This design comes from an exercise in tuning for small area, a short achievable clock period and few clock cycles on the open sky130 flow, not from production work.
Only simulation tests tie the RTL to the original design; equivalence was not proved.
Power is estimated from default activity; no workload was simulated.

--- flow/design.v ---
module sign_extend(
	input [15:0] imm,
	output [31:0] ext
);
assign ext = {{16{imm[15]}}, imm};
endmodule
module reg_file(
	input clk,
	input [31:0] r1_sel,
	input [31:0] r2_sel,
	input [4:0] r3_addr,
	input [31:0] r3_din,
	input r3_wr,
	output reg [31:0] r1_dout,
	output reg [31:0] r2_dout
);
reg [31:0] rf [0:31];
integer i;
always @(posedge clk)
	if (r3_wr)
		rf[r3_addr] <= r3_din;
always @(*) begin
	r1_dout = 32'd0;
	r2_dout = 32'd0;
	for (i = 0; i < 32; i = i + 1) begin
		r1_dout = r1_dout | ({32{r1_sel[i]}} & rf[i]);
		r2_dout = r2_dout | ({32{r2_sel[i]}} & rf[i]);
	end
end
endmodule
module alu(
	input [31:0] alu_a,
	input [31:0] alu_b,
	output [31:0] alu_out,
	output gtz
);
assign alu_out = alu_a + alu_b;
wire zero = ((alu_a ^ alu_b) == {alu_a[30:0] | alu_b[30:0], 1'b0});
assign gtz = ~alu_out[31] & ~zero;
endmodule
module pc(
	input [31:0] word,
	input [5:0] wpc,
	output redir,
	output [5:0] tgt
);
wire is_j = word[31:26] == 6'b000010;
wire is_b = word[31:26] == 6'b000111;
assign redir = is_j | (is_b & word[15]);
assign tgt = is_j ? word[5:0] : wpc + word[5:0] + 6'd1;
endmodule
module cu(
	input [5:0] op,
	output is_add,    
	output is_addi,
	output is_lw,
	output is_sw,
	output is_bgtz
);
assign is_addi = op == 6'b001000;
assign is_add = (op == 6'b000000) | is_addi;
assign is_lw = op == 6'b100011;
assign is_sw = op == 6'b101011;
assign is_bgtz = op == 6'b000111;
endmodule
module top(
	input clk, rst_n,
	output [5:0] mem_raddr,
	input [31:0] mem_rdata,
	output mem_we,
	output [5:0] mem_waddr,
	output [31:0] mem_wdata
);
localparam NB = 4;               
reg [5:0]  raddr_q;      
reg        ra_fetch;     
reg [5:0]  npc;          
reg        fvalid;       
reg [5:0]  fpc;          
reg        fhit;         
reg [NB-1:0] bv;
reg [5:0]  btag [0:NB-1];
reg [5:0]  btgt [0:NB-1];
reg [1:0]  brr;          
reg        svalid;
reg [31:0] sk_word;
reg [5:0]  spc;
reg        sredir;
reg        dvalid;
reg [31:0] ir;
reg [31:0] dsel_a, dsel_b;
reg        fa_q, fb_q;   
reg [31:0] rv;           
reg [5:0]  dpc;
reg        dredir;       
reg        dpend;        
reg [5:0]  dtgt;         
reg        evalid;
reg        e_add, e_lw, e_sw, e_bgtz, e_j, e_pred;
reg [31:0] e_a, e_b;
reg [5:0]  e_maddr;
reg [4:0]  e_dest;
reg [5:0]  e_pc, e_tgt;
reg        we_q;         
reg        lwb;          
reg        kill;         
integer i;
wire       f_redir;
wire [5:0] f_tgt;
pc pd(.word(mem_rdata), .wpc(fpc), .redir(f_redir), .tgt(f_tgt));
wire       s_redir_unused;
wire [5:0] s_tgt;
pc pds(.word(sk_word), .wpc(spc), .redir(s_redir_unused), .tgt(s_tgt));
wire f_isb = mem_rdata[31:26] == 6'b000111;
wire [31:0] sum;
wire        gtz;
alu alu_1(.alu_a(e_a), .alu_b(e_b), .alu_out(sum), .gtz(gtz));
wire e_go = evalid & ~kill;
wire e_lw0 = e_go & e_lw;           
wire        rf_we = (e_go & e_add) | lwb;
wire [31:0] rf_wd = lwb ? mem_rdata : sum;
wire d_add, d_addi, d_lw, d_sw, d_bgtz;
cu dec(.op(ir[31:26]), .is_add(d_add), .is_addi(d_addi), .is_lw(d_lw),
       .is_sw(d_sw), .is_bgtz(d_bgtz));
wire d_j = ir[31:26] == 6'b000010;
wire [4:0] rs = ir[25:21];
wire [4:0] rt = ir[20:16];
wire [31:0] r1, r2;
reg_file register(
	.clk(clk),
	.r1_sel(dsel_a), .r2_sel(dsel_b),
	.r3_addr(e_dest), .r3_din(rf_wd), .r3_wr(rf_we),
	.r1_dout(r1), .r2_dout(r2)
);
wire [31:0] simm;
sign_extend se(.imm(ir[15:0]), .ext(simm));
wire fwd_a = fa_q;
wire fwd_b = fb_q;
wire [31:0] opa = fwd_a ? rf_wd : r1;
wire [31:0] opb = d_addi ? simm : fwd_b ? rf_wd : r2;
wire [5:0]  maddr_f = rf_wd[5:0] + ir[5:0];
wire [5:0]  maddr_r = r1[5:0] + ir[5:0];
wire [5:0]  maddr = fwd_a ? maddr_f : maddr_r;
wire dlive = dvalid & ~kill;
wire dfire = dlive & ~e_lw0;
wire flive = fvalid & ~kill;
wire sw_hit = (dvalid & (dpc == e_maddr)) | (svalid & (spc == e_maddr)) |
              (fvalid & (fpc == e_maddr)) | (ra_fetch & (raddr_q == e_maddr));
wire e_mis = e_go & ((e_bgtz & (gtz ^ e_pred)) | (e_sw & sw_hit));
wire [5:0] e_alt = (e_pred | e_sw) ? e_pc + 6'd1 : e_tgt;
reg [NB-1:0] bhit;
reg [5:0]    bsel;
always @(*) begin
	bsel = 6'd0;
	for (i = 0; i < NB; i = i + 1) begin
		bhit[i] = bv[i] & (btag[i] == raddr_q);
		bsel = bsel | ({6{bhit[i]}} & btgt[i]);
	end
end
wire bpred = ra_fetch & (|bhit);
wire [5:0] succ = !ra_fetch ? npc : bpred ? bsel : raddr_q + 6'd1;
wire req_lw = dfire & d_lw;
wire req_d  = dlive & dpend;
wire req_f  = flive & f_redir & ~fhit;
wire take_d = ~req_lw & req_d;                  
wire take_f = ~req_lw & ~req_d & req_f;
wire [5:0] seq_addr = take_d ? dtgt : take_f ? f_tgt : succ;
wire [5:0] ra_next = req_lw ? maddr : seq_addr;
reg [NB-1:0] bm_pc, bm_st;
always @(*)
	for (i = 0; i < NB; i = i + 1) begin
		bm_pc[i] = bv[i] & (btag[i] == e_pc);
		bm_st[i] = bv[i] & (btag[i] == e_maddr);
	end
wire b_ins = e_go & (e_j | (e_bgtz & gtz));
wire b_del = e_go & e_bgtz & ~gtz;
wire b_any = |bm_pc;
wire d_accept = ~dvalid | dfire;
wire [31:0] d_word = svalid ? sk_word : mem_rdata;    
wire [4:0] d_dest = (ir[31:26] == 6'b000000) ? ir[15:11] : rt;
wire [4:0] dest_next = dfire ? d_dest : e_dest;
wire       we_next = (dfire & d_add) | e_lw0;     
wire [4:0] rs_next = d_accept ? d_word[25:21] : rs;
wire [4:0] rt_next = d_accept ? d_word[20:16] : rt;
wire [31:0] rv_next = rv | ({31'd0, rf_we} << e_dest);
wire f_keep = flive & ~take_d;                  
wire f_pt = f_redir | (fhit & f_isb);           
always @(posedge clk or negedge rst_n)
	if (!rst_n) begin
		rv <= 32'd0;
		ra_fetch <= 1'b1;
		npc <= 6'd0;
		fvalid <= 1'b0;
		fhit <= 1'b0;
		svalid <= 1'b0;
		dvalid <= 1'b0;
		dpend <= 1'b0;
		evalid <= 1'b0;
		we_q <= 1'b0;
		lwb <= 1'b0;
		kill <= 1'b0;
		bv <= {NB{1'b0}};
		brr <= 2'd0;
	end else begin
		kill <= e_mis;
		lwb <= e_lw0;
		we_q <= dfire & d_sw & ~e_mis;
		evalid <= dfire;
		rv <= rv_next;
		if (req_lw)
			npc <= succ;
		ra_fetch <= e_mis | ~req_lw;
		fvalid <= ra_fetch & ~take_d & ~take_f;
		fhit <= bpred;
		if (kill) begin
			dvalid <= 1'b0;
			svalid <= 1'b0;
			dpend <= 1'b0;
		end else if (d_accept) begin
			if (svalid) begin
				dvalid <= ~take_d;
				dpend <= 1'b0;
				svalid <= f_keep;
			end else begin
				dvalid <= f_keep;
				dpend <= f_keep & req_f & req_lw;
			end
		end else begin
			if (take_d)
				dpend <= 1'b0;
			svalid <= f_keep;
		end
		if (we_q)
			bv <= bv & ~bm_st;
		else if (b_del)
			bv <= bv & ~bm_pc;
		else if (b_ins) begin
			if (!b_any) begin
				bv[brr] <= 1'b1;
				brr <= brr + 2'd1;
			end
		end
	end
always @(posedge clk)
	if (b_ins && !b_any) begin
		btag[brr] <= e_pc;
		btgt[brr] <= e_tgt;
	end
always @(posedge clk)
	raddr_q <= !rst_n ? 6'd0 : e_mis ? e_alt : ra_next;
always @(posedge clk) begin
	fpc <= raddr_q;
	e_pc <= dpc;
	e_tgt <= dtgt;
	e_a <= opa;
	e_b <= opb;
	e_maddr <= maddr;
	e_add <= d_add;
	e_lw <= d_lw;
	e_sw <= d_sw;
	e_bgtz <= d_bgtz;
	e_j <= d_j;
	e_pred <= dredir;
	if (dfire)
		e_dest <= d_dest;
	dsel_a <= (32'd1 << rs_next) & rv_next;
	dsel_b <= (32'd1 << rt_next) & rv_next;
	fa_q <= we_next & (dest_next == rs_next);
	fb_q <= we_next & (dest_next == rt_next);
	if (d_accept) begin
		if (svalid) begin
			ir <= sk_word;
			dpc <= spc;
			dredir <= sredir;
			dtgt <= s_tgt;
		end else begin
			ir <= mem_rdata;
			dpc <= fpc;
			dredir <= f_pt;
			dtgt <= f_tgt;
		end
	end
	if (svalid ? d_accept : ~d_accept) begin
		sk_word <= mem_rdata;
		spc <= fpc;
		sredir <= f_pt;
	end
end
assign mem_raddr = raddr_q;
assign mem_we = we_q;
assign mem_waddr = e_maddr;
assign mem_wdata = e_b;
endmodule
--- flow/config.mk ---
export PLATFORM = sky130hd
export DESIGN_NAME = top
export DESIGN_NICKNAME = top
export VERILOG_FILES = /design/flow/design.v
export SDC_FILE = /design/flow/constraint.sdc
export NUM_CORES = 8
export LEC_CHECK = 0
export ABC_CLOCK_PERIOD_IN_PS = 3000
export CAP_MARGIN = 20
export CORE_MARGIN = 2
export CORE_UTILIZATION = 25
export PLACE_DENSITY = 0.45
export SETUP_SLACK_MARGIN = 5
export SLEW_MARGIN = 20
--- flow/standard.sh ---
#!/bin/bash
# synth_recipe.tcl (not shown) runs the flow's synth.tcl, then flattens the netlist and writes it again
# the make line also repeats each setting of config.mk as NAME=value (left out here)
make -C /OpenROAD-flow-scripts/flow DESIGN_CONFIG=/design/flow/config.mk WORK_HOME=/design/flow/orfs CLKGATE_MAP_FILE= SYNTH_SCRIPT=/design/flow/synth_recipe.tcl "${@:-finish}"
--- flow/flow/run.sh ---
#!/bin/bash
set -euo pipefail
bash standard.sh synth > synth.log 2>&1
bash standard.sh SETUP_SLACK_MARGIN=7.2 finish > layout.log 2>&1
--- flow/constraint.sdc ---
create_clock -name core_clock -period 10.0 [get_ports {clk}]
set_input_delay 2.0000 -clock core_clock [delete_from_list [all_inputs] [get_ports {clk}]]
set_output_delay 2.0000 -clock core_clock [all_outputs]
set_load 0.01 [all_outputs]
==> flow_summary.toml, run 1 <==
[global_routing]
antenna_found_initial = 14
grt_start_max_net_pins = 61
first_global_vias = 47000
grtUsageTotal = 0.261
grt_first_pass_wirelength_um = 430000
gr-total-overflow = 0

[clock_network]
worstSkewPairLatency_ns = 0.83
htree_num_levels = 4
clock_path_buffers = 3
holdBufCountCts = 0
cts_tree = "yes"
cts.sinks = 1381
numCtsBuffers = 151
cts-root-buf = "clkbuf_16"
path_clk_slew_ns = 0.07

[timing]
slew_headroom = 0.196
setup_viol = 0
fmax_mhz = 296
fin_tns_setup_ns = 0
finalHoldViolCount = 0
final.setup_skew_ns = 0.0445
rsz0062_at_grt = "yes"
slew_violations = 0
worstMarginPinSlew_ns = 1.21
final.period_utilization = 0.338
period_needed_ns = 3.38

[floorplan]
io_pins = 79
std_cell_rows = 178
start_util = 0.251
die_w_um = 490
core_area_um2 = 235000
die_h_um = 490
fp.dieArea_um2 = 240000

[yosys]
yosys.cell_count.top_type = "edfxtp_1"
ys_types = 77
synth.largest_area_cell = "edfxtp_1"
ys_seq_elements = 1381
synth_edf_count = 1156
synthesis.area_um2 = 59000
synthTopCellsByArea = "edfxtp_1, dfxtp_1, a221oi_1, a22o_1, a22oi_1"
synth-warning-count = 2
synthArstFlopShare = 0.0391
syn_nets = 4390
syn_avg_cell_area_um2 = 13.8
syn_inst = 4269
synth_common_cells = "edfxtp_1, a22oi_1, a221oi_1"
synth_top_area_frac = 0.588
ys_seq_area_frac = 0.669
synth_flop_cell = "edfxtp_1"

[worst_setup_path]
ff2ff_setup_slack_ns = 6.63
slowest_delay_ns = 0.44
reg2reg_depth = 17
cp_max_fo = 2
cp_slowest_cell = "dfrtp_2"
worstSetupEndpointType = "output port"
required_ns = 8.00
cp_top_family = "flip-flops"
path_depth = 1
cp.buffers_inverters = 1
arrival_ns = 1.38
cp-start-kind = "flop"
worstSetupPathType = "reg -> out"
crit_chain = "buf_6"

[routing]
routed_wl_um = 328000
ant_nets = 0
wl_per_cell_um = 40.8
dr_total_vias = 50200
drtIter0Drc = 10300
viasPerCell = 6.25
drc = 0
drt_pre_antenna_iters = 8

[place]
gp_congestion = 0.903
dpl_cell_area_um2 = 64800
io_buffers = 78
dp_cells = 7387
hpwlAfterDp_um = 175000

[layout]
fillers = 23100
stdcell_count = 8042
drive_above_1_share = 0.282
area_growth_pct = 30.3
stdcell_area_um2 = 76900
fin_nets = 4875

[power_and_ir_drop]
p_per_area_nw_per_um2 = 310
p_leak_nw = 26.2
ir_drop_v = 0.000354

[worst_hold_path]
worstHoldPathType = "reg -> reg"
whs_path_depth = 0

[run_status]
status = "no timing/DRC/antenna violations"

[flow_run]
cap_viol_max_count = 0
[final cells by class]
class / count / area, um2 / area share
clock buffers: 205 / 4210 / 0.0547
flip-flops and latches: 1381 / 39800 / 0.517
diodes: 14 / 35.0 / 0.000455
multi-input cells: 2474 / 21100 / 0.275
inverters: 154 / 691 / 0.00898
repair buffers: 569 / 6340 / 0.0824
clock inverters: 72 / 627 / 0.00815
well taps: 3150 / 3940 / 0.0512
repair inverters: 23 / 189 / 0.00246
[layout by cell type (no fill, tap or decap), drive strengths merged, types with 89 or more instances in the layout]
cell,instances
edfxtp,1156
buf,527
a22oi,321
a221oi,303
a22o,300
clkbuf,222
dfxtp,171
a21oi,159
inv,148
nor2,144
nor3,142
nand4,135
nand2,125
nand3,121
xnor2,108
o21ai,89
[final timing paths]
path,end,startpoint
worst min-delay path,e_pred,dredir
worst max-delay path,mem_we,we_q
min in group asynchronous,bv[2],rst_n
worst max register to register,e_b[31],e_b[4]
max in group asynchronous,svalid,rst_n
worst min register to register,e_pred,dredir
[per-stage QoR]
step | worst slack (ns) | hold slack [ns] | total power, mW | util
6_report | 6.62 | 0.353 | 23.9 | 0.327
3_5_place_dp | 5.24 | 0.341 | 14.5 | 0.276
3_3_place_gp | 5.10 | 0.325 | 14.5 | 0.275
4_1_cts | 6.59 | 0.356 | 22.9 | 0.322
2_1_floorplan | 6.31 | 0.323 | 11.8 | -
5_1_grt | 6.54 | 0.360 | 24.5 | 0.327
[layer usage]
metal  up-vias  GRT usage  wire [um]
met5         -          0        125
met4        14      0.141      23500
met3      1369      0.102      50400
met2      5119      0.379     135000
met1     25300      0.333     119000
li1      18500          -          -
[power breakdown]
part           total (mW)  internal [mW]  switching [mW]  leakage, nW
combinational        9.54           3.83            5.71         10.9
clock                5.61           3.14            2.46         2.36
sequential           8.70           8.11           0.590         12.9
[worst register-to-register path: stages (launching register included)]
cell and delay (ns):
dfxtp_2 0.32, buf_6 0.11, buf_6 0.11, inv_4 0.05, ha_4 0.20, buf_6 0.11, buf_6 0.11, a21oi_4 0.17
o211ai_1 0.11, buf_4 0.17, nand4_1 0.11, buf_4 0.14, nand3_4 0.09, o211a_4 0.32, or2_4 0.24, o21a_4 0.26
a221oi_4 0.54, a21o_1 0.13
[logic make-up after synthesis]
kind of cell,synth area share
flip-flops,0.669
buffers and inverters,0.0286
AO/OA/AOI/OAI,0.180
XOR/XNOR,0.0279
adder cells (fa/ha/maj),0.0189
multiplexers,0.0119
AND/OR/NAND/NOR,0.0638
[what timing repair did]
item                                    in CTS  in global routing
pin swaps                                  160                 88
buffers inserted                           252                 48
cloned                                      51                 13
endpoints found under the setup margin    1948               1264
gates resized for setup                    965                193
[state kept, by name (all words and copies together) (netlist names), 24 cells and up]
register	count
e_a	32
register.rf	1024
e_b	32
ir	32
btag	24
dsel_b	32
rv	32
dsel_a	32
sk_word	32
btgt	24
Testbench counts, summed over its fixed seeds: cycles 18,334.
==> inputs of run 2 (changes only) <==
==> flow/flow/run.sh (replaced) <==
#!/bin/bash
set -euo pipefail
bash standard.sh synth > synth.log 2>&1
bash standard.sh SETUP_SLACK_MARGIN=6.65 finish > layout.log 2>&1
==> run 2 against run 1 <==
  * Still clean on timing, DRC and antenna
  * Clock-buffer cell count shrank 3
  * Maximum frequency shrank 0.20%
  * Power shrank 11%
  * Register-to-register slack lost 0.02 ns
  * Synthesized cell count is the same
  * Sequential share of layout area grew 3.5 points
  * Sequential power shrank 0.5%
  * Clock power grew 2%
  * Wire length shrank 3.6%
  * Non-clock buffer count shrank 196
  * Critical path depth grew 15
  * Clock skew shrank 0.0061 ns
  * Critical path type is now reg -> reg
  * Critical endpoint is now raddr_q[5]
  * Largest cell class unchanged
==> flow_summary.toml, run 2 <==
[worst_hold_path]
worstHoldPathType = "reg -> reg"
min_from = "dredir"
whs_path_depth = 0
hold_path_end = "e_pred"

[floorplan]
die_h_um = 490
std_cell_rows = 178
start_util = 0.251
io_pins = 79
fp.dieArea_um2 = 240000
core_area_um2 = 235000
die_w_um = 490

[worst_setup_path]
worstSetupPathType = "reg -> reg"
required_ns = 10.77
cp-start-kind = "flop"
arrival_ns = 4.15
worstReg2RegEnd = "raddr_q[5]"
worstSetupEndpointType = "flop"
reg2reg_depth = 16
cp_max_fo = 18
cp_slowest_cell = "dfxtp_4"
crit_chain = "buf_4 -> a22oi_1 -> nand3_1 -> nor3_2 -> buf_6 -> a21oi_2 -> ha_1 -> a21o_1 -> a21oi_2 -> o21bai_1 -> a21oi_2 -> xor2_1 -> xnor2_1 -> nand2_1 -> a21oi_2 -> o21a_1"
cpMostUsedCell = "a21oi_2"
ff2ff_setup_slack_ns = 6.61
slowest_delay_ns = 0.63
r2r-start = "dsel_a[31]"

[yosys]
syn_nets = 4390
ys_seq_area_frac = 0.669
synth.largest_area_cell = "edfxtp_1"
yosys.cell_count.top_type = "edfxtp_1"
synth_edf_count = 1156
synth_flop_cell = "edfxtp_1"
ys_types = 77
synthArstFlopShare = 0.0391
syn_inst = 4269
synthesis.area_um2 = 59000
synth_top_area_frac = 0.588
synth-warning-count = 2
synthTopCellsByArea = "edfxtp_1, dfxtp_1, a221oi_1, a22o_1, a22oi_1"
syn_avg_cell_area_um2 = 13.8
synth_common_cells = "edfxtp_1, a22oi_1, a221oi_1"
ys_seq_elements = 1381

[timing]
final.period_utilization = 0.339
fmax_mhz = 295
period_needed_ns = 3.39
worstMarginPinSlew_ns = 1.23
finalHoldViolCount = 0
rsz0062_at_grt = "yes"
slew_violations = 0
setup_slack_ns = 6.61
final.setup_skew_ns = 0.0384
slew_headroom = 0.172
fin_tns_setup_ns = 0
setup_viol = 0

[clock_network]
clock_path_buffers = 3
numCtsBuffers = 153
worstSkewPairLatency_ns = 0.84
path_clk_slew_ns = 0.06
cts_tree = "yes"
cts.sinks = 1381
cts-root-buf = "clkbuf_16"
htree_num_levels = 4
holdBufCountCts = 0

[power_and_ir_drop]
clkPwrFrac = 0.270
power.share.sequential = 0.409
p_leak_nw = 24.4
p_int_mw = 13.5
p_per_area_nw_per_um2 = 294
p_comb_frac = 0.321
total_power_mw = 21.2
ir_drop_v = 0.000197
p_sw_frac = 0.364
power.switching_mw = 7.70

[routing]
drt_pre_antenna_iters = 8
drtIter0Drc = 10800
routed_wl_um = 316000
wl_per_cell_um = 40.5
drc = 0
dr_total_vias = 48600
ant_nets = 0
viasPerCell = 6.22

[global_routing]
first_global_vias = 45200
grt_start_max_net_pins = 61
antenna_found_initial = 22
gr-total-overflow = 0
grtUsageTotal = 0.251
grt_first_pass_wirelength_um = 414000

[layout]
largest_reg_flops = 1024
drive_above_1_share = 0.202
area_growth_pct = 22.0
stdcell_count = 7816
final_cell_mix = "edfxtp_1, a22oi_1, a22o_1, a221oi_1, buf_4"
fin_nets = 4655
final_common_cell = "edfxtp_1"
regMostFlops = "register.rf"
final_core_util = 0.307

[place]
gp_congestion = 0.900
io_buffers = 78
hpwlAfterDp_um = 177000
dp_slack_ns = 5.35
dp_cells = 7386

[run_status]
status = "no timing/DRC/antenna violations"

[flow_run]
cap_viol_max_count = 0
## run 2: cell types whose count changed in the layout (fill, tap and decap cells not counted), sizes merged, moves of 5 or more
cell / before / now
buf: 527 / 337
clkbuf: 222 / 206
clkinvlp: 41 / 28
clkinv: 53 / 63
clkdlybuf4s50: 9 / 17
clkdlybuf4s15: 7 / 1
diode: 14 / 8
nand2: 125 / 119
o21ai: 89 / 84
## run 2: cell families after synthesis
family          share of synthesized area
mux                                0.0119
flops                               0.669
compound gates                      0.180
buf+inv                            0.0286
fa+ha+maj                          0.0189
simple gates                       0.0638
xor+xnor                           0.0279
## run 2: layout make-up
cell class | count | area [um2]
Timing Repair inverter | 13 | 97.6
Clock buffer | 202 | 4260
Fill cell | 23400 | 163000
Timing Repair Buffer | 373 | 3590
Antenna cell | 8 | 20.0
Sequential cell | 1381 | 39700
Multi-Input combinational cell | 2458 | 19100
Clock inverter | 77 | 681
Inverter | 154 | 638
Tap cell | 3150 | 3940
## run 2: worst max-delay path: cells and delay by family (launching register included)
family,cells,cell delay (ns)
and+or+nand+nor,3,0.28
xor gates and xnor gates,2,0.36
AOI/OAI and AO/OA,8,1.12
DFF,1,0.63
adders and majority gates,1,0.26
buffers and inverters,2,0.67
## run 2: per-layer routing
metal / wire length (um) / track usage / up-vias / part of all wire
met5: 160 / 0.00179 / - / 0.00051
met4: 21400 / 0.133 / 16 / 0.068
met3: 46200 / 0.0940 / 1228 / 0.15
met2: 132000 / 0.369 / 4936 / 0.42
met1: 117000 / 0.319 / 24500 / 0.37
li1: - / - / 18000 / -
## run 2: power groups by stage
stage | registers (mW) | logic, mW | clock network, mW
6_report | 8.66 | 6.79 | 5.71
3_3_place_gp | 8.87 | 5.46 | 0
5_1_grt | 8.70 | 7.10 | 5.97
3_5_place_dp | 8.86 | 5.47 | 0
4_1_cts | 8.66 | 6.23 | 5.75
2_1_floorplan | 8.47 | 3.18 | 0
## run 2: how the worst max path moves through the flow
stage                             from            to  slack (ns)  depth (start not counted)
final                       dsel_a[31]    raddr_q[5]        6.61                         16
after global routing      mem_rdata[3]    raddr_q[5]        6.50                         12
after CTS                   e_maddr[4]  mem_waddr[4]        6.24                          1
after detailed placement  mem_rdata[1]    raddr_q[5]        5.35                         13
after global placement    mem_rdata[1]    raddr_q[5]        5.27                         13
after floorplan           mem_rdata[1]    raddr_q[5]        6.31                         12
## run 2: stage by stage
| stage | hold slack [ns] | area, um2 |
|---|---|---|
| after global routing | 0.352 | 72000 |
| after detailed placement | 0.330 | 64400 |
| after CTS | 0.344 | 71100 |
| after floorplan | 0.323 | 59200 |
| after global placement | 0.324 | 64400 |
| final | 0.343 | 72000 |
## run 2: what timing repair did
action                      CTS  global route
setup buffers                92            26
pin swaps                    36            51
setup endpoints to repair  1181           862
cloned                       17             2
resized for setup           470           152
==> inputs of run 3 (changes only) <==
==> flow/flow/run.sh (replaced) <==
#!/bin/bash
set -euo pipefail
bash standard.sh synth > synth.log 2>&1
bash standard.sh SETUP_SLACK_MARGIN=6.8 finish > layout.log 2>&1
--- a/flow/config.mk
+++ b/flow/config.mk
@@ -10,4 +10,7 @@
 export CORE_MARGIN = 2
 export CORE_UTILIZATION = 25
+export CTS_BUF_LIST = sky130_fd_sc_hd__clkbuf_4 sky130_fd_sc_hd__clkbuf_8 sky130_fd_sc_hd__clkbuf_16
+export CTS_CLUSTER_DIAMETER = 50
+export CTS_CLUSTER_SIZE = 20
 export PLACE_DENSITY = 0.45
 export SETUP_SLACK_MARGIN = 5
==> run 3 against run 2 <==
  * Clock skew rose by 0.014 ns
  * Highest routed layer unchanged
  * Critical path type is now reg -> out
  * Cell count increased by 1.2%
  * Sequential share of layout area decreased by 1.5 points
==> flow_summary.toml, run 3 <==
[run_status]
status = "no timing/DRC/antenna violations"

[worst_setup_path]
path_depth = 1
ff2ff_setup_slack_ns = 6.67
worstReg2RegEnd = "raddr_q[5]"
cp_max_fo = 2
critPathLaunch = "we_q"
r2r-start = "dsel_a[9]"
cp_top_family = "flip-flops"
slowest_delay_ns = 0.44
reg2reg_depth = 15
cp_slowest_cell = "dfrtp_2"
arrival_ns = 1.37
crit_chain = "buf_6"
cp-start-kind = "flop"
required_ns = 8.00
cp.buffers_inverters = 1
worstSetupEndpointType = "output port"
worstSetupPathType = "reg -> out"

[global_routing]
gr-total-overflow = 0
grtUsageTotal = 0.256
antenna_found_initial = 26
grt_start_max_net_pins = 61
grt_first_pass_wirelength_um = 420000
first_global_vias = 45900

[timing]
final.setup_skew_ns = 0.0526
finalHoldViolCount = 0
fin_tns_setup_ns = 0
slew_violations = 0
rsz0062_at_grt = "yes"
fin_hold_ws_ns = 0.346
setup_viol = 0
setup_slack_ns = 6.63
fmax_mhz = 297
slew_headroom = 0.203
final.period_utilization = 0.337
period_needed_ns = 3.37
worstMarginPinSlew_ns = 1.19

[floorplan]
io_pins = 79
core_area_um2 = 235000
std_cell_rows = 178
start_util = 0.251
fp.dieArea_um2 = 240000
die_w_um = 490
die_h_um = 490

[yosys]
yosys.cell_count.top_type = "edfxtp_1"
synthArstFlopShare = 0.0391
synth-warning-count = 2
synth_top_area_frac = 0.588
ys_types = 77
synthesis.area_um2 = 59000
synth_common_cells = "edfxtp_1, a22oi_1, a221oi_1"
ys_seq_elements = 1381
synth_flop_cell = "edfxtp_1"
syn_inst = 4269
syn_nets = 4390
syn_avg_cell_area_um2 = 13.8
ys_seq_area_frac = 0.669
synthTopCellsByArea = "edfxtp_1, dfxtp_1, a221oi_1, a22o_1, a22oi_1"
synth_edf_count = 1156
synth.largest_area_cell = "edfxtp_1"

[place]
io_buffers = 78
gp_congestion = 0.917
dp_slack_ns = 5.31
dpl_cell_area_um2 = 64400
hpwlAfterDp_um = 172000

[routing]
wl_per_cell_um = 40.6
drc = 0
viasPerCell = 6.24
ant_nets = 0
drt_pre_antenna_iters = 10
dr_total_vias = 49300
routed_wl_um = 322000
drtIter0Drc = 10800

[layout]
fillers = 23200
stdcell_area_um2 = 74100
final_cell_mix = "edfxtp_1, a22oi_1, a22o_1, a221oi_1, buf_4"
fin_nets = 4746
final_common_cell = "edfxtp_1"
largest_reg_flops = 1024
drive_above_1_share = 0.236
area_growth_pct = 25.5
regMostFlops = "register.rf"

[clock_network]
clock_path_buffers = 3
numCtsBuffers = 147
path_clk_slew_ns = 0.06
holdBufCountCts = 0
cts-root-buf = "clkbuf_16"
htree_num_levels = 4
cts_tree = "yes"
worstSkewPairLatency_ns = 0.84
cts.sinks = 1381

[flow_run]
cap_viol_max_count = 0

[worst_hold_path]
min_from = "dredir"
whs_path_depth = 0
worstHoldPathType = "reg -> reg"
hold_path_end = "e_pred"

[power_and_ir_drop]
ir_drop_v = 0.000317
total_power_mw = 22.0
p_leak_nw = 25.2
p_per_area_nw_per_um2 = 297
-- run 3: cell counts after synthesis --
Identical to the previous run, type by type.
-- run 3: worst max path at each step --
stage	to	slack [ns]
after global placement	raddr_q[4]	5.24
after CTS	mem_we	6.58
after floorplan	raddr_q[5]	6.31
final	mem_we	6.63
after detailed placement	raddr_q[5]	5.31
after global routing	raddr_q[5]	6.54
-- run 3: repair_timing --
action	in CTS	in global routing
endpoints found under the hold margin	0	0
endpoints found under the setup margin	2020	900
pin swaps	60	64
setup buffers	169	45
gates resized for setup	652	134
gates cloned	28	10
-- run 3: power by group --
group / internal [mW] / switching, mW / total [mW]
Clock: 3.31 / 2.70 / 6.00
Combinational: 2.48 / 4.87 / 7.35
Sequential: 8.10 / 0.555 / 8.66
-- run 3: kinds of logic after synthesis --
| group | Yosys count | synth area share |
|---|---|---|
| compound gates | 1367 | 0.180 |
| xor+xnor | 188 | 0.0279 |
| fa+ha+maj | 87 | 0.0189 |
| buf+inv | 433 | 0.0286 |
| flops | 1381 | 0.669 |
| mux | 66 | 0.0119 |
| simple gates | 747 | 0.0638 |
-- run 3: cell type report --
cell class | instances | area, um2 | area share
Timing Repair Buffer | 462 | 4950 | 0.0668
Sequential cell | 1381 | 39800 | 0.537
Inverter | 154 | 652 | 0.00880
Tap cell | 3150 | 3940 | 0.0532
Multi-Input combinational cell | 2462 | 19400 | 0.261
Antenna cell | 13 | 32.5 | 0.000439
Clock buffer | 162 | 3940 | 0.0532
Clock inverter | 110 | 1330 | 0.0180
Timing Repair inverter | 17 | 128 | 0.00172
-- run 3: metrics by stage --
stage	cells	utilization
after floorplan	4269	-
after global placement	7369	0.274
after detailed placement	7370	0.274
after CTS	7839	0.311
after global routing	7901	0.315
final	7911	0.315
-- run 3: routing by layer --
| layer | track usage | routed length, um | share of wire | vias up |
|---|---|---|---|---|
| met5 | 0.00198 | 175 | 0.00054 | - |
| met4 | 0.138 | 22100 | 0.069 | 18 |
| met3 | 0.103 | 48600 | 0.15 | 1283 |
| met2 | 0.369 | 132000 | 0.41 | 4831 |
| met1 | 0.324 | 118000 | 0.37 | 25000 |
| li1 | - | - | - | 18200 |
==> inputs of run 4 (changes only) <==
--- a/flow/config.mk
+++ b/flow/config.mk
@@ -10,7 +10,4 @@
 export CORE_MARGIN = 2
 export CORE_UTILIZATION = 25
-export CTS_BUF_LIST = sky130_fd_sc_hd__clkbuf_4 sky130_fd_sc_hd__clkbuf_8 sky130_fd_sc_hd__clkbuf_16
-export CTS_CLUSTER_DIAMETER = 50
-export CTS_CLUSTER_SIZE = 20
 export PLACE_DENSITY = 0.45
 export SETUP_SLACK_MARGIN = 5
==> run 4 against run 3 <==
  * Combinational power grew 3.1%
  * Via count shrank 0.30%
  * Register-to-register slack gained 0.02 ns
  * Clock skew shrank 0.0066 ns
  * Sequential cell count is the same
  * Sequential power is essentially flat
  * Synthesized cell count is the same
  * Hold slack gained 0.0027 ns
  * Non-clock buffer count grew 15
  * Wire length grew 0.86%
  * Area after synthesis is the same
  * Power grew 0.37%
  * Critical path type unchanged
  * Critical endpoint unchanged
  * Largest cell class unchanged
  * Largest power group unchanged
  * Highest routed layer unchanged
==> flow_summary.toml, run 4 <==
[timing]
final.period_utilization = 0.338
rsz0062_at_grt = "yes"
finalHoldViolCount = 0
fin_hold_ws_ns = 0.348
final.setup_skew_ns = 0.0460
period_needed_ns = 3.38
fmax_mhz = 296
worstMarginPinSlew_ns = 1.21
fin_tns_setup_ns = 0
setup_viol = 0
setup_slack_ns = 6.62
slew_headroom = 0.185
slew_violations = 0

[yosys]
synth_flop_cell = "edfxtp_1"
synthArstFlopShare = 0.0391
synth_edf_count = 1156
syn_avg_cell_area_um2 = 13.8
synth_top_area_frac = 0.588
synthTopCellsByArea = "edfxtp_1, dfxtp_1, a221oi_1, a22o_1, a22oi_1"
yosys.cell_count.top_type = "edfxtp_1"
synth-warning-count = 2
synth_common_cells = "edfxtp_1, a22oi_1, a221oi_1"
ys_seq_area_frac = 0.669
syn_inst = 4269
synth.largest_area_cell = "edfxtp_1"
synthesis.area_um2 = 59000
ys_seq_elements = 1381
ys_types = 77
syn_nets = 4390

[floorplan]
start_util = 0.251
std_cell_rows = 178
io_pins = 79
die_h_um = 490
fp.dieArea_um2 = 240000
core_area_um2 = 235000
die_w_um = 490

[power_and_ir_drop]
p_leak_nw = 25.3
p_per_area_nw_per_um2 = 298
ir_drop_v = 0.000321

[worst_hold_path]
whs_path_depth = 0
hold_path_end = "e_pred"
min_from = "dredir"
worstHoldPathType = "reg -> reg"

[global_routing]
grt_start_max_net_pins = 61
antenna_found_initial = 18
first_global_vias = 46000
grtUsageTotal = 0.256
gr-usage-met3 = 0.103
met2_usage = 0.370
gr-usage-met1 = 0.324
grt_first_pass_wirelength_um = 420000
busiest_layer = "met2"
gr-total-overflow = 0

[layout]
fillers = 23200
stdcell_area_um2 = 74200
drive_above_1_share = 0.234
area_growth_pct = 25.7
final_core_util = 0.316
final_cell_mix = "edfxtp_1, a22oi_1, a22o_1, a221oi_1, buf_4"
regMostFlops = "register.rf"
final_common_cell = "edfxtp_1"
multiInputGateArea_um2 = 19500
largest_reg_flops = 1024
ff_latch_area_um2 = 39800
fin_nets = 4769

[routing]
viasPerCell = 6.20
wl_per_cell_um = 40.9
drtIter0Drc = 10500
ant_nets = 0
routed_wl_um = 324000
drc = 0
dr_total_vias = 49200
drt_pre_antenna_iters = 13

[place]
io_buffers = 78
dpl_cell_area_um2 = 64400
dp_slack_ns = 5.31
hpwlAfterDp_um = 172000
gp_congestion = 0.917

[flow_run]
cap_viol_max_count = 0

[clock_network]
cts_tree = "yes"
htree_num_levels = 4
numCtsBuffers = 152
holdBufCountCts = 0
path_clk_slew_ns = 0.06
worstSkewPairLatency_ns = 0.83
clock_path_buffers = 3
cts.sinks = 1381
cts-root-buf = "clkbuf_16"

[worst_setup_path]
cp.buffers_inverters = 1
cp-start-kind = "flop"
crit_chain = "buf_6"
worstSetupPathType = "reg -> out"
ff2ff_setup_slack_ns = 6.69
cp_slowest_cell = "dfrtp_2"
worstReg2RegEnd = "raddr_q[5]"
required_ns = 8.00
cp_max_fo = 2
slowest_delay_ns = 0.45
reg2reg_depth = 17
arrival_ns = 1.38
worstSetupEndpointType = "output port"
r2r-start = "dsel_a[24]"
cp_top_family = "flip-flops"

[run_status]
status = "no timing/DRC/antenna violations"
## run 4: repair_timing
item,4_1_cts,5_1_grt
endpoints found under the setup margin,2032,1007
pin swaps,62,66
buffers inserted,170,57
gates cloned,28,17
resized for setup,652,165
## run 4: worst max path at each step
stage	startpoint	endpoint	slack, ns	depth (start not counted)
2_1_floorplan	mem_rdata[1]	raddr_q[5]	6.31	12
3_3_place_gp	mem_rdata[0]	raddr_q[4]	5.24	12
3_5_place_dp	mem_rdata[0]	raddr_q[5]	5.31	13
4_1_cts	e_maddr[1]	mem_waddr[1]	6.50	1
5_1_grt	dsel_a[24]	raddr_q[5]	6.55	17
6_report	we_q	mem_we	6.62	1
## run 4: power breakdown
part / switching (mW) / total (mW) / internal, mW
Combinational: 5.03 / 7.58 / 2.55
Sequential: 0.557 / 8.67 / 8.11
Clock: 2.53 / 5.84 / 3.31
## run 4: per-stage QoR
step	instances	total power, mW
detailed placement	7370	14.4
finish	7930	22.1
CTS	7850	21.1
global route	7926	22.6
global placement	7369	14.4
floorplan	4269	11.7
## run 4: cell type report
| type | count | area share |
|---|---|---|
| repair inverters | 19 | 0.00192 |
| flip-flops and latches | 1381 | 0.536 |
| multi-input cells | 2463 | 0.263 |
| inverters | 154 | 0.00888 |
| clock buffers | 197 | 0.0557 |
| clock inverters | 85 | 0.0126 |
| diodes | 4 | 0.000135 |
| well taps | 3150 | 0.0531 |
| repair buffers | 477 | 0.0687 |
## run 4: cell families (layout without fill, tap and decap cells)
family / Yosys count / after routing / synth area share
AO/OA/AOI/OAI: 1367 / 1368 / 0.180
XOR/XNOR: 188 / 188 / 0.0279
adder cells (fa/ha/maj): 87 / 87 / 0.0189
other: 0 / 4 / 0
buffers and inverters: 433 / 932 / 0.0286
AND/OR/NAND/NOR: 747 / 753 / 0.0638
flip-flops: 1381 / 1381 / 0.669
multiplexers: 66 / 67 / 0.0119
## run 4: per-layer routing
layer	vias up	wire length [um]
met5	-	247
met4	14	21000
met3	1242	52000
met2	4984	134000
met1	24700	117000
li1	18200	-
==> inputs of run 5 (changes only) <==
==> flow/flow/run.sh (replaced) <==
#!/bin/bash
set -euo pipefail
bash standard.sh synth > synth.log 2>&1
bash standard.sh SETUP_SLACK_MARGIN=6.95 \
  "CTS_ARGS=-sink_clustering_enable -repair_clock_nets -dont_use_dummy_load" \
  finish > layout.log 2>&1
==> run 5 against run 4 <==
  * Clock power is 18% lower
  * Highest routed layer unchanged
  * Maximum frequency is 0.32% lower
  * Critical path depth is 14 higher
  * First-iteration DRC count is 0.46% lower
  * Still clean
  * Largest cell class unchanged
==> flow_summary.toml, run 5 <==
[global_routing]
grtUsageTotal = 0.259
antenna_found_initial = 22
gr-total-overflow = 0
grt_start_max_net_pins = 61
first_global_vias = 45900
grt_first_pass_wirelength_um = 426000

[routing]
drc = 0
viasPerCell = 6.31
dr_total_vias = 49400
drt_pre_antenna_iters = 9
drtIter0Drc = 10400
ant_nets = 0
wl_per_cell_um = 41.8
routed_wl_um = 327000

[yosys]
synthArstFlopShare = 0.0391
synth_flop_cell = "edfxtp_1"
yosys.cell_count.top_type = "edfxtp_1"
syn_avg_cell_area_um2 = 13.8
synth_common_cells = "edfxtp_1, a22oi_1, a221oi_1"
synth_top_area_frac = 0.588
syn_nets = 4390
synth.largest_area_cell = "edfxtp_1"
ys_types = 77
synthTopCellsByArea = "edfxtp_1, dfxtp_1, a221oi_1, a22o_1, a22oi_1"
ys_seq_elements = 1381
synth-warning-count = 2
syn_inst = 4269
ys_seq_area_frac = 0.669
synthesis.area_um2 = 59000
synth_edf_count = 1156

[layout]
final_cell_mix = "edfxtp_1, a22oi_1, a22o_1, a221oi_1, buf_4"
final_common_cell = "edfxtp_1"
multiInputGateArea_um2 = 20300
final_core_util = 0.314
drive_above_1_share = 0.253
fillers = 23300
area_growth_pct = 25.1
ff_latch_area_um2 = 39800
stdcell_area_um2 = 73800
largest_reg_flops = 1024
regMostFlops = "register.rf"
fin_nets = 4795

[power_and_ir_drop]
p_leak_nw = 24.9
power.share.sequential = 0.401
p_sw_frac = 0.369
clkPwrFrac = 0.222
p_per_area_nw_per_um2 = 293
power.switching_mw = 7.98
p_comb_frac = 0.377
p_int_mw = 13.6
ir_drop_v = 0.000214

[timing]
period_needed_ns = 3.39
finalHoldViolCount = 0
fmax_mhz = 295
setup_viol = 0
final.period_utilization = 0.339
worstMarginPinSlew_ns = 1.29
rsz0062_at_grt = "yes"
final.setup_skew_ns = 0.0774
slew_violations = 0
slew_headroom = 0.117
fin_tns_setup_ns = 0

[worst_setup_path]
cp_slowest_cell = "dfxtp_4"
worstSetupPathType = "reg -> reg"
cp_max_fo = 17
cpMostUsedCell = "a21oi_2"
crit_chain = "buf_6 -> a22oi_1 -> nand4_1 -> nor3_4 -> a21oi_2 -> ha_2 -> a21o_1 -> a21oi_2 -> o21bai_1 -> a21oi_2 -> xor2_1 -> xnor2_1 -> nand2_1 -> a21oi_2 -> o21a_1"
slowest_delay_ns = 0.51
worstSetupEndpointType = "flop"
cp-start-kind = "flop"
required_ns = 10.74
arrival_ns = 4.13

[place]
io_buffers = 78
hpwlAfterDp_um = 180000
dpl_cell_area_um2 = 64600
gp_congestion = 0.886

[worst_hold_path]
worstHoldPathType = "reg -> reg"

[clock_network]
path_clk_slew_ns = 0.06
cts.sinks = 1381
clock_path_buffers = 3
cts_tree = "yes"
cts-root-buf = "clkbuf_16"
numCtsBuffers = 149
holdBufCountCts = 0
htree_num_levels = 4
worstSkewPairLatency_ns = 0.83

[run_status]
status = "no timing/DRC/antenna violations"

[floorplan]
die_w_um = 490
die_h_um = 490
core_area_um2 = 235000
std_cell_rows = 178
fp.dieArea_um2 = 240000
io_pins = 79
start_util = 0.251

[flow_run]
cap_viol_max_count = 0
## run 5: cell counts after synthesis
Identical to the previous run, type by type.
## run 5: kinds of logic after synthesis
family,Yosys count,share of synthesized area
xor+xnor,188,0.0279
fa+ha+maj,87,0.0189
mux,66,0.0119
simple gates,747,0.0638
buf+inv,433,0.0286
compound gates,1367,0.180
flops,1381,0.669
## run 5: final timing paths
check / from / to / slack [ns] / cells past startpoint
hold / removal: dredir / e_pred / 0.35 / 0
setup reg to reg: dsel_a[21] / raddr_q[5] / 6.61 / 15
min in group asynchronous: rst_n / brr[0] / 1.37 / 2
setup / recovery: dsel_a[21] / raddr_q[5] / 6.61 / 15
hold reg to reg: dredir / e_pred / 0.35 / 0
max in group asynchronous: rst_n / lwb / 7.90 / 2
## run 5: through the flow
stage                     power (mW)  std cells  worst slack, ns  hold slack (ns)
after floorplan                 11.7       4269             6.31            0.323
after global placement          14.4       7385             5.30            0.340
after detailed placement        14.5       7390             5.26            0.329
after CTS                       20.4       7718             6.54            0.350
after global routing            22.2       7822             6.57            0.358
final                           21.6       7834             6.61            0.348
## run 5: per-layer routing
metal,track usage,wire [um],up-vias
met4,0.149,23900,22
li1,-,-,18100
met5,0,258,-
met2,0.381,137000,4933
met3,0.0940,47800,1291
met1,0.326,118000,25000
## run 5: worst max-delay path: cells and delay by family, from the launching register on
kind | cells | cell delay, ns
xor gates and xnor gates | 2 | 0.37
and+or+nand+nor | 3 | 0.71
DFF | 1 | 0.51
AOI/OAI and AO/OA | 8 | 1.14
buffers and inverters | 1 | 0.34
adders and majority gates | 1 | 0.20
## run 5: what timing repair did
| action | 4_1_cts | 5_1_grt |
|---|---|---|
| gates resized for setup | 728 | 291 |
| cloned | 28 | 13 |
| buffers inserted | 151 | 88 |
| setup endpoints to repair | 2111 | 904 |
| pin swaps | 69 | 93 |
## run 5: cell type report
class,count,share of cell area
diodes,12,0.000407
clock buffers,149,0.0505
inverters,154,0.00891
multi-input cells,2465,0.275
flip-flops and latches,1381,0.539
well taps,3150,0.0534
repair buffers,499,0.0708
repair inverters,24,0.00244
## run 5: power groups by stage
stage	Clock (mW)	Combinational [mW]	Sequential (mW)
floorplan	0	3.22	8.46
detailed placement	0	5.58	8.87
global placement	0	5.54	8.87
CTS	4.83	6.94	8.66
finish	4.79	8.16	8.67
global route	5.03	8.48	8.72
==> inputs of run 6 (changes only) <==
==> flow/flow/run.sh (replaced) <==
#!/bin/bash
set -euo pipefail
bash standard.sh synth > synth.log 2>&1
bash standard.sh SETUP_SLACK_MARGIN=6.8 \
  "CTS_ARGS=-sink_clustering_enable -repair_clock_nets -dont_use_dummy_load" \
  finish > layout.log 2>&1
==> run 6 against run 5 <==
  * Clock skew increased by 0.0051 ns
  * Worst setup slack gained 0.062 ns
  * Power is 3.4% lower
  * Non-clock buffer count fell by 20
  * Combinational power fell by 9.9%
  * Global-route usage is 0.30 points lower
  * Sequential power hardly changed
  * Sequential cell count stayed put
  * Largest cell class unchanged
==> flow_summary.toml, run 6 <==
[yosys]
ys_seq_area_frac = 0.669
syn_avg_cell_area_um2 = 13.8
synth_edf_count = 1156
synth_flop_cell = "edfxtp_1"
synth-warning-count = 2
synthArstFlopShare = 0.0391
synth-simple-area-share = 0.0638
yosys.cell_count.top_type = "edfxtp_1"
ys_seq_elements = 1381
synth.largest_area_cell = "edfxtp_1"
synthTopCellsByArea = "edfxtp_1, dfxtp_1, a221oi_1, a22o_1, a22oi_1"
synth_top_area_frac = 0.588
synth_top_family_by_area = "compound AO/OA/AOI/OAI gates"
ys_types = 77
synth_compound_area_frac = 0.180
syn_nets = 4390
synthesis.area_um2 = 59000
synth_fa_ha_area_frac = 0.0189
syn_inst = 4269
synth_xor_area_frac = 0.0279
synth_common_cells = "edfxtp_1, a22oi_1, a221oi_1"
muxShareOfSynthArea = 0.0119

[global_routing]
grt_start_max_net_pins = 61
gr-total-overflow = 0
grtUsageTotal = 0.256
grt_first_pass_wirelength_um = 421000
first_global_vias = 45900
antenna_found_initial = 17

[place]
dp_slack_ns = 5.31
gp_congestion = 0.917
hpwlAfterDp_um = 172000
io_buffers = 78

[clock_network]
clock_path_buffers = 3
cts_tree = "yes"
numCtsBuffers = 152
path_clk_slew_ns = 0.06
cts.sinks = 1381
htree_num_levels = 4
worstSkewPairLatency_ns = 0.83
cts-root-buf = "clkbuf_16"

[power_and_ir_drop]
p_leak_nw = 24.7
p_per_area_nw_per_um2 = 287
ir_drop_v = 0.000318

[routing]
drc = 0
dr_total_vias = 49200
drt_pre_antenna_iters = 10
ant_nets = 0
drtIter0Drc = 10500
routed_wl_um = 322000
viasPerCell = 6.31
wl_per_cell_um = 41.3

[worst_hold_path]
worstHoldPathType = "reg -> reg"

[worst_setup_path]
required_ns = 8.00
cp_top_family = "flip-flops"
worstSetupPathType = "reg -> out"
cp.buffers_inverters = 1
slowest_delay_ns = 0.44
ff2ff_setup_slack_ns = 6.70
cp-start-kind = "flop"
crit_chain = "buf_6"
arrival_ns = 1.33
worstSetupEndpointType = "output port"
cp_max_fo = 2
cp_slowest_cell = "dfrtp_2"

[layout]
fillers = 23300
largest_reg_flops = 1024
final_cell_mix = "edfxtp_1, a22oi_1, a22o_1, a221oi_1, buf_4"
final_common_cell = "edfxtp_1"
fin_nets = 4767
regMostFlops = "register.rf"
area_growth_pct = 23.3
final_core_util = 0.310
drive_above_1_share = 0.222

[timing]
finalHoldViolCount = 0
slew_violations = 0
final.setup_skew_ns = 0.0825
setup_slack_ns = 6.67
rsz0062_at_grt = "yes"
fin_tns_setup_ns = 0
fin_hold_ws_ns = 0.348
final.period_utilization = 0.333
slew_headroom = 0.152
worstMarginPinSlew_ns = 1.26
period_needed_ns = 3.33
fmax_mhz = 301
setup_viol = 0

[floorplan]
fp.dieArea_um2 = 240000
core_area_um2 = 235000
io_pins = 79
die_h_um = 490
std_cell_rows = 178
start_util = 0.251
die_w_um = 490

[run_status]
status = "no timing/DRC/antenna violations"

[flow_run]
cap_viol_max_count = 0
-- run 6: cell counts after synthesis --
No cell type changed its count.
-- run 6: worst paths after layout --
kind	startpoint	endpoint	cells past startpoint
min reg2reg	dredir	e_pred	0
max	we_q	mem_we	1
max in group asynchronous	rst_n	lwb	2
min	dredir	e_pred	0
min in group asynchronous	rst_n	brr[0]	2
max reg2reg	dsel_a[30]	raddr_q[5]	18
-- run 6: logic make-up after synthesis --
logic type,Yosys count
DFF,1381
AOI/OAI and AO/OA,1367
and+or+nand+nor,747
buffers and inverters,433
xor gates and xnor gates,188
adders and majority gates,87
muxes,66
-- run 6: area by class of cell --
type	instances	area, um2	area share
Timing Repair inverter	16	120	0.00165
Antenna cell	12	30.0	0.000412
Tap cell	3150	3940	0.0541
Multi-Input combinational cell	2462	19400	0.266
Sequential cell	1381	39800	0.546
Timing Repair Buffer	479	5080	0.0698
Inverter	154	656	0.00900
Clock buffer	152	3800	0.0522
-- run 6: report_power, final --
group	switching [mW]	total (mW)	leakage [nW]	internal (mW)
combinational	4.88	7.35	9.89	2.47
sequential	0.554	8.67	12.9	8.12
clock	2.22	4.87	1.87	2.65
total	7.65	20.9	24.7	13.2
-- run 6: metrics by stage --
step           instances  power [mW]  area, um2
6_report            7806        20.9      72800
5_1_grt             7794        21.4      72800
3_3_place_gp        7369        14.4      64300
2_1_floorplan       4269        11.7      59200
3_5_place_dp        7370        14.4      64400
4_1_cts             7731        20.2      71600
-- run 6: worst register-to-register path: cells and delay by family, from the launching register on --
kind,cells,cell delay [ns]
flip-flops,1,0.33
AO/OA/AOI/OAI,9,1.32
buffers and inverters,3,0.51
AND/OR/NAND/NOR,3,0.48
adder cells (fa/ha/maj),1,0.30
XOR/XNOR,2,0.34
-- run 6: repair_timing --
item                       in CTS  in global routing
gates resized for setup       661                146
cloned                         31                  6
setup buffers                 178                 55
pin swaps                      54                 61
setup endpoints to repair    2092                855
hold buffers                    0                  0
-- run 6: routing by layer --
| layer | share of wire | GRT usage | vias to the layer above |
|---|---|---|---|
| met5 | 0.00027 | 0 | - |
| met4 | 0.067 | 0.139 | 12 |
| met3 | 0.15 | 0.0996 | 1232 |
| met2 | 0.41 | 0.370 | 4902 |
| met1 | 0.37 | 0.327 | 25000 |
| li1 | - | - | 18100 |
==> inputs of run 7 (changes only) <==
==> flow/flow/run.sh (replaced) <==
#!/bin/bash
set -euo pipefail
bash standard.sh synth > synth.log 2>&1
bash standard.sh SETUP_SLACK_MARGIN=6.8 \
  "CTS_ARGS=-sink_clustering_enable -repair_clock_nets -dont_use_dummy_load -sink_clustering_buffer sky130_fd_sc_hd__clkbuf_8" \
  finish > layout.log 2>&1
==> run 7 against run 6 <==
  * Clock power down 8.6%
  * Critical endpoint is now raddr_q[5]
  * First-iteration DRC count increased by 0.86%
  * Area after synthesis unchanged
  * Die area stayed put
==> flow_summary.toml, run 7 <==
[run_status]
status = "no timing/DRC/antenna violations"

[yosys]
synthesis.area_um2 = 59000
synthTopCellsByArea = "edfxtp_1, dfxtp_1, a221oi_1, a22o_1, a22oi_1"
syn_avg_cell_area_um2 = 13.8
synthArstFlopShare = 0.0391
synth-warning-count = 2
syn_inst = 4269
ys_seq_area_frac = 0.669
yosys.cell_count.top_type = "edfxtp_1"
synth_top_area_frac = 0.588
synth_common_cells = "edfxtp_1, a22oi_1, a221oi_1"
synth_flop_cell = "edfxtp_1"
ys_types = 77
synth_edf_count = 1156
ys_seq_elements = 1381
syn_nets = 4390
synth.largest_area_cell = "edfxtp_1"

[global_routing]
gr-total-overflow = 0
antenna_found_initial = 28
grt_start_max_net_pins = 61
grtUsageTotal = 0.257
first_global_vias = 46500
grt_first_pass_wirelength_um = 424000

[timing]
period_needed_ns = 3.35
finalHoldViolCount = 0
setup_viol = 0
final.setup_skew_ns = 0.0923
slew_headroom = 0.145
fin_tns_setup_ns = 0
slew_violations = 0
final.period_utilization = 0.335
worstMarginPinSlew_ns = 1.27
rsz0062_at_grt = "yes"
fmax_mhz = 298

[routing]
ant_nets = 0
viasPerCell = 6.27
wl_per_cell_um = 41.1
drt_pre_antenna_iters = 14
routed_wl_um = 325000
drtIter0Drc = 10600
drc = 0
dr_total_vias = 49400

[place]
hpwlAfterDp_um = 172000
dpl_cell_area_um2 = 64400
io_buffers = 78
gp_congestion = 0.917

[clock_network]
cts_tree = "yes"
path_clk_slew_ns = 0.06
numCtsBuffers = 234
cts-root-buf = "clkbuf_16"
worstSkewPairLatency_ns = 0.83
cts.sinks = 1381
clock_path_buffers = 3
htree_num_levels = 4

[power_and_ir_drop]
ir_drop_v = 0.000319
p_per_area_nw_per_um2 = 283
p_leak_nw = 24.6

[flow_run]
cap_viol_max_count = 0

[layout]
regMostFlops = "register.rf"
largest_reg_flops = 1024
stdcell_area_um2 = 72500
fillers = 23300
area_growth_pct = 22.8
final_cell_mix = "edfxtp_1, a22oi_1, a22o_1, a221oi_1, buf_4"
final_common_cell = "edfxtp_1"
fin_nets = 4846
drive_above_1_share = 0.238

[worst_setup_path]
worstSetupEndpointType = "flop"
worstSetupPathType = "in -> reg"
arrival_ns = 4.03
required_ns = 10.68
cp_max_fo = 7
cp-start-kind = "input port"

[floorplan]
die_h_um = 490
io_pins = 79
fp.dieArea_um2 = 240000
start_util = 0.251
core_area_um2 = 235000
std_cell_rows = 178
die_w_um = 490

[worst_hold_path]
worstHoldPathType = "reg -> reg"
-- run 7: critical path, stage by stage --
cell           delay (ns)
dlygate4sd2_1        0.31
nor4b_4              0.31
o211ai_1             0.18
buf_4                0.20
buf_2                0.20
nand3_1              0.10
o21ai_0              0.09
a31o_2               0.24
o21ai_1              0.17
a21oi_2              0.07
o21a_1               0.16
-- run 7: final cells by class --
| cell class | instances | area [um2] | area share |
|---|---|---|---|
| Antenna cell | 15 | 37.5 | 0.000518 |
| Clock buffer | 234 | 3410 | 0.0470 |
| Inverter | 154 | 652 | 0.00899 |
| Multi-Input combinational cell | 2462 | 19500 | 0.268 |
| Sequential cell | 1381 | 39800 | 0.549 |
| Tap cell | 3150 | 3940 | 0.0543 |
| Timing Repair Buffer | 476 | 5100 | 0.0704 |
| Timing Repair inverter | 16 | 120 | 0.00166 |
-- run 7: final timing paths --
| check | from | endpoint | slack [ns] | cells after the start |
|---|---|---|---|---|
| min in group asynchronous | rst_n | brr[0] | 1.39 | 2 |
| max | mem_rdata[30] | raddr_q[5] | 6.65 | 11 |
| max in group asynchronous | rst_n | lwb | 7.84 | 2 |
| min reg2reg | dredir | e_pred | 0.35 | 0 |
| min | dredir | e_pred | 0.35 | 0 |
| max reg2reg | dsel_a[1] | raddr_q[5] | 6.70 | 15 |
-- run 7: metrics by stage --
step	total power, mW	std cells	hold slack, ns	utilization	setup WS (ns)
floorplan	11.7	4269	0.323	-	6.31
global placement	14.4	7369	0.336	0.274	5.24
detailed placement	14.4	7370	0.329	0.274	5.31
CTS	19.8	7803	0.350	0.303	6.59
global route	21.1	7874	0.365	0.309	6.62
finish	20.5	7888	0.349	0.309	6.65
-- run 7: kinds of logic (layout without fill, tap and decap cells) --
logic type / after synthesis / count (layout) / synth area share
XOR/XNOR: 188 / 188 / 0.0279
flip-flops: 1381 / 1381 / 0.669
AND/OR/NAND/NOR: 747 / 753 / 0.0638
AO/OA/AOI/OAI: 1367 / 1368 / 0.180
other: 0 / 15 / 0
adder cells (fa/ha/maj): 87 / 87 / 0.0189
buffers and inverters: 433 / 880 / 0.0286
multiplexers: 66 / 66 / 0.0119
-- run 7: power breakdown --
part | total (mW) | switching [mW] | leakage (nW) | internal (mW)
sequential | 8.68 | 0.558 | 12.9 | 8.12
combinational | 7.40 | 4.89 | 9.89 | 2.51
clock | 4.45 | 2.24 | 1.77 | 2.20
-- run 7: repair_timing --
item,4_1_cts,5_1_grt
gates cloned,36,3
gates resized for setup,677,148
hold buffers,0,0
pin swaps,66,72
endpoints found under the setup margin,2080,935
setup buffers,163,63
-- run 7: layer usage --
| metal | GRT usage | part of all wire | vias up |
|---|---|---|---|
| met4 | 0.140 | 0.067 | 16 |
| met1 | 0.323 | 0.37 | 25000 |
| met3 | 0.109 | 0.15 | 1267 |
| met5 | 0 | 0.00035 | - |
| li1 | - | - | 18200 |
| met2 | 0.372 | 0.41 | 4930 |
==> inputs of run 8 (changes only) <==
==> flow/flow/run.sh (replaced) <==
#!/bin/bash
set -euo pipefail
bash standard.sh synth > synth.log 2>&1
bash standard.sh SETUP_SLACK_MARGIN=6.8 \
  "CTS_ARGS=-sink_clustering_enable -repair_clock_nets -dont_use_dummy_load -sink_clustering_size 20 -sink_clustering_max_diameter 120" \
  finish > layout.log 2>&1
--- a/flow/config.mk
+++ b/flow/config.mk
@@ -10,4 +10,5 @@
 export CORE_MARGIN = 2
 export CORE_UTILIZATION = 25
+export GPL_ROUTABILITY_DRIVEN = 0
 export PLACE_DENSITY = 0.45
 export SETUP_SLACK_MARGIN = 5
==> run 8 against run 7 <==
  * Clock power fell by 24%
  * Power fell by 6.4%
  * Register-to-register slack got worse by 0.05 ns
  * Hold slack improved by 0.0042 ns
==> flow_summary.toml, run 8 <==
[run_status]
status = "no timing/DRC/antenna violations"

[routing]
wl_per_cell_um = 41.5
drtIter0Drc = 10800
drt_pre_antenna_iters = 11
met1_length_um = 118000
drc = 0
dr_wl_met3_um = 47900
wl_met2_um = 133000
ant_nets = 0
routed_wl_um = 319000
viasPerCell = 6.31
highest_layer = "met5"
dr_total_vias = 48600

[worst_setup_path]
arrival_ns = 3.99
cp-start-kind = "input port"
worstSetupPathType = "in -> reg"
slowest_delay_ns = 0.30
cp_slowest_cell = "dlygate4sd2_1"
ff2ff_setup_slack_ns = 6.65
cp_max_fo = 7
required_ns = 10.59
worstSetupEndpointType = "flop"
crit_chain = "dlygate4sd2_1 -> nor4b_4 -> o211ai_1 -> buf_4 -> buf_2 -> nand3_1 -> o21ai_0 -> a31o_2 -> o21ai_1 -> a21oi_2 -> o21a_1"

[power_and_ir_drop]
power.share.sequential = 0.451
ir_drop_v = 0.000316
power.switching_mw = 7.36
p_sw_frac = 0.383
p_int_mw = 11.9
p_comb_frac = 0.373
p_per_area_nw_per_um2 = 272
p_leak_nw = 23.5
clkPwrFrac = 0.176

[yosys]
syn_nets = 4390
syn_inst = 4269
yosys.cell_count.top_type = "edfxtp_1"
ys_seq_area_frac = 0.669
synthArstFlopShare = 0.0391
synth_top_area_frac = 0.588
ys_seq_elements = 1381
synthTopCellsByArea = "edfxtp_1, dfxtp_1, a221oi_1, a22o_1, a22oi_1"
synth_flop_cell = "edfxtp_1"
synth_common_cells = "edfxtp_1, a22oi_1, a221oi_1"
synth-warning-count = 2
syn_avg_cell_area_um2 = 13.8
synth_edf_count = 1156
ys_types = 77
synth.largest_area_cell = "edfxtp_1"
synthesis.area_um2 = 59000

[global_routing]
grtUsageTotal = 0.253
gr-total-overflow = 0
antenna_found_initial = 20
grt_first_pass_wirelength_um = 416000
first_global_vias = 44900
grt_start_max_net_pins = 61

[clock_network]
cts_tree = "yes"
cts-root-buf = "clkbuf_16"
numCtsBuffers = 79
htree_num_levels = 3
cts.sinks = 1381
path_clk_slew_ns = 0.09
clock_path_buffers = 3
worstSkewPairLatency_ns = 0.76

[timing]
setup_slack_ns = 6.61
rsz0062_at_grt = "yes"
slew_headroom = 0.147
final.setup_skew_ns = 0.0833
finalHoldViolCount = 0
fin_tns_setup_ns = 0
worstMarginPinSlew_ns = 1.27
period_needed_ns = 3.39
slew_violations = 0
fmax_mhz = 295
final.period_utilization = 0.339
setup_viol = 0

[floorplan]
die_w_um = 490
fp.dieArea_um2 = 240000
io_pins = 79
start_util = 0.251
std_cell_rows = 178
core_area_um2 = 235000
die_h_um = 490

[layout]
stdcell_area_um2 = 70700
area_growth_pct = 19.7
fin_nets = 4663
regMostFlops = "register.rf"
drive_above_1_share = 0.207
largest_reg_flops = 1024
final_common_cell = "edfxtp_1"
final_cell_mix = "edfxtp_1, a22oi_1, a22o_1, a221oi_1, buf_4"

[place]
io_buffers = 78
dp_slack_ns = 5.31
hpwlAfterDp_um = 172000
dpl_cell_area_um2 = 64400

[flow_run]
cap_viol_max_count = 0

[worst_hold_path]
worstHoldPathType = "reg -> reg"
run 8: cell counts after synthesis:
Identical to the previous run, type by type.
run 8: final cells by class:
class	instances	area [um2]
fill	23400	164000
tap	3150	3940
sequential	1381	39800
timing repair buffer	445	4710
multi-input combinational	2462	19400
timing repair inverter	19	143
inverter	154	653
antenna	10	25.0
clock buffer	79	1980
run 8: worst paths after layout:
path,end,from,cells past startpoint
max reg2reg,raddr_q[5],dsel_a[15],14
min reg2reg,e_pred,dredir,0
min in group asynchronous,brr[0],rst_n,2
max in group asynchronous,lwb,rst_n,2
max,raddr_q[5],mem_rdata[29],11
min,e_pred,dredir,0
run 8: critical path: cells and delay by family:
kind	cells	cell delay, ns
AOI/OAI and AO/OA	6	0.90
buffers and inverters	3	0.70
and+or+nand+nor	2	0.39
run 8: cell families (layout without fill, tap and decap cells):
| group | after synthesis | in the layout | synth area share |
|---|---|---|---|
| DFF | 1381 | 1381 | 0.669 |
| AOI/OAI and AO/OA | 1367 | 1368 | 0.180 |
| and+or+nand+nor | 747 | 753 | 0.0638 |
| muxes | 66 | 66 | 0.0119 |
| xor gates and xnor gates | 188 | 188 | 0.0279 |
| buffers and inverters | 433 | 697 | 0.0286 |
| other | 0 | 10 | 0 |
| adders and majority gates | 87 | 87 | 0.0189 |
run 8: through the flow:
step	hold slack, ns	utilization	std cells	total power [mW]
6_report	0.354	0.301	7700	19.2
5_1_grt	0.371	0.301	7690	19.7
4_1_cts	0.356	0.296	7635	18.6
3_5_place_dp	0.329	0.274	7370	14.4
3_3_place_gp	0.336	0.274	7369	14.4
2_1_floorplan	0.323	-	4269	11.7
run 8: routing by layer:
layer	vias up	track usage
met1	24700	0.326
li1	17900	-
met5	-	0
met3	1175	0.0913
met2	4897	0.371
met4	18	0.128
run 8: power groups by stage:
stage                     sequential [mW]  clock [mW]  combinational, mW
after global routing                 8.71        3.55               7.46
after CTS                            8.65        3.38               6.53
after detailed placement             8.87           0               5.50
after global placement               8.88           0               5.49
after floorplan                      8.46           0               3.20
final                                8.67        3.38               7.17
run 8: what timing repair did:
| action | 4_1_cts | 5_1_grt |
|---|---|---|
| hold buffers | 0 | 0 |
| gates resized for setup | 658 | 156 |
| setup buffers | 154 | 48 |
| setup endpoints to repair | 2131 | 883 |
| hold endpoints to repair | 0 | 0 |
| pin swaps | 52 | 66 |
| gates cloned | 32 | 7 |

what the ideal ports hide:
No port has a modelled driver above. Below, the same layouts with a new extraction and two added sets of constraints.
Step 1 sets driving cells, clkbuf_16 on the clock port and buf_2 on the other inputs (assumed; they add their load-dependent delay and slew).
Step 2, shift: input delay + t, output delay - t, t = (earliest + latest rising clock arrival at the registers) / 2. This alone moves slack from input paths to output paths.
a / b / c = ideal / step 1 / step 2; a / b = the first two.
run | t (ns) | slack for setup (ns) | worst data-port slew with drivers (ns)
run 1 | 0.909 | 6.618 / 6.517 / 5.922 | 0.11
run 2 | 0.919 | 6.612 / 6.512 / 5.828 | 0.10
run 3 | 0.907 | 6.629 / 6.537 / 5.857 | 0.10
run 4 | 0.913 | 6.621 / 6.517 / 5.889 | 0.10
run 5 | 0.910 | 6.611 / 6.516 / 5.835 | 0.12
run 6 | 0.884 | 6.673 / 6.570 / 5.879 | 0.10
run 7 | 0.892 | 6.649 / 6.549 / 5.837 | 0.10
run 8 | 0.807 | 6.606 / 6.594 / 5.867 | 0.11
After both steps every run listed still meets setup and hold. The setup slack of run 7, which loses most, moves by -0.100 ns with the drivers and by -0.812 ns with both steps.
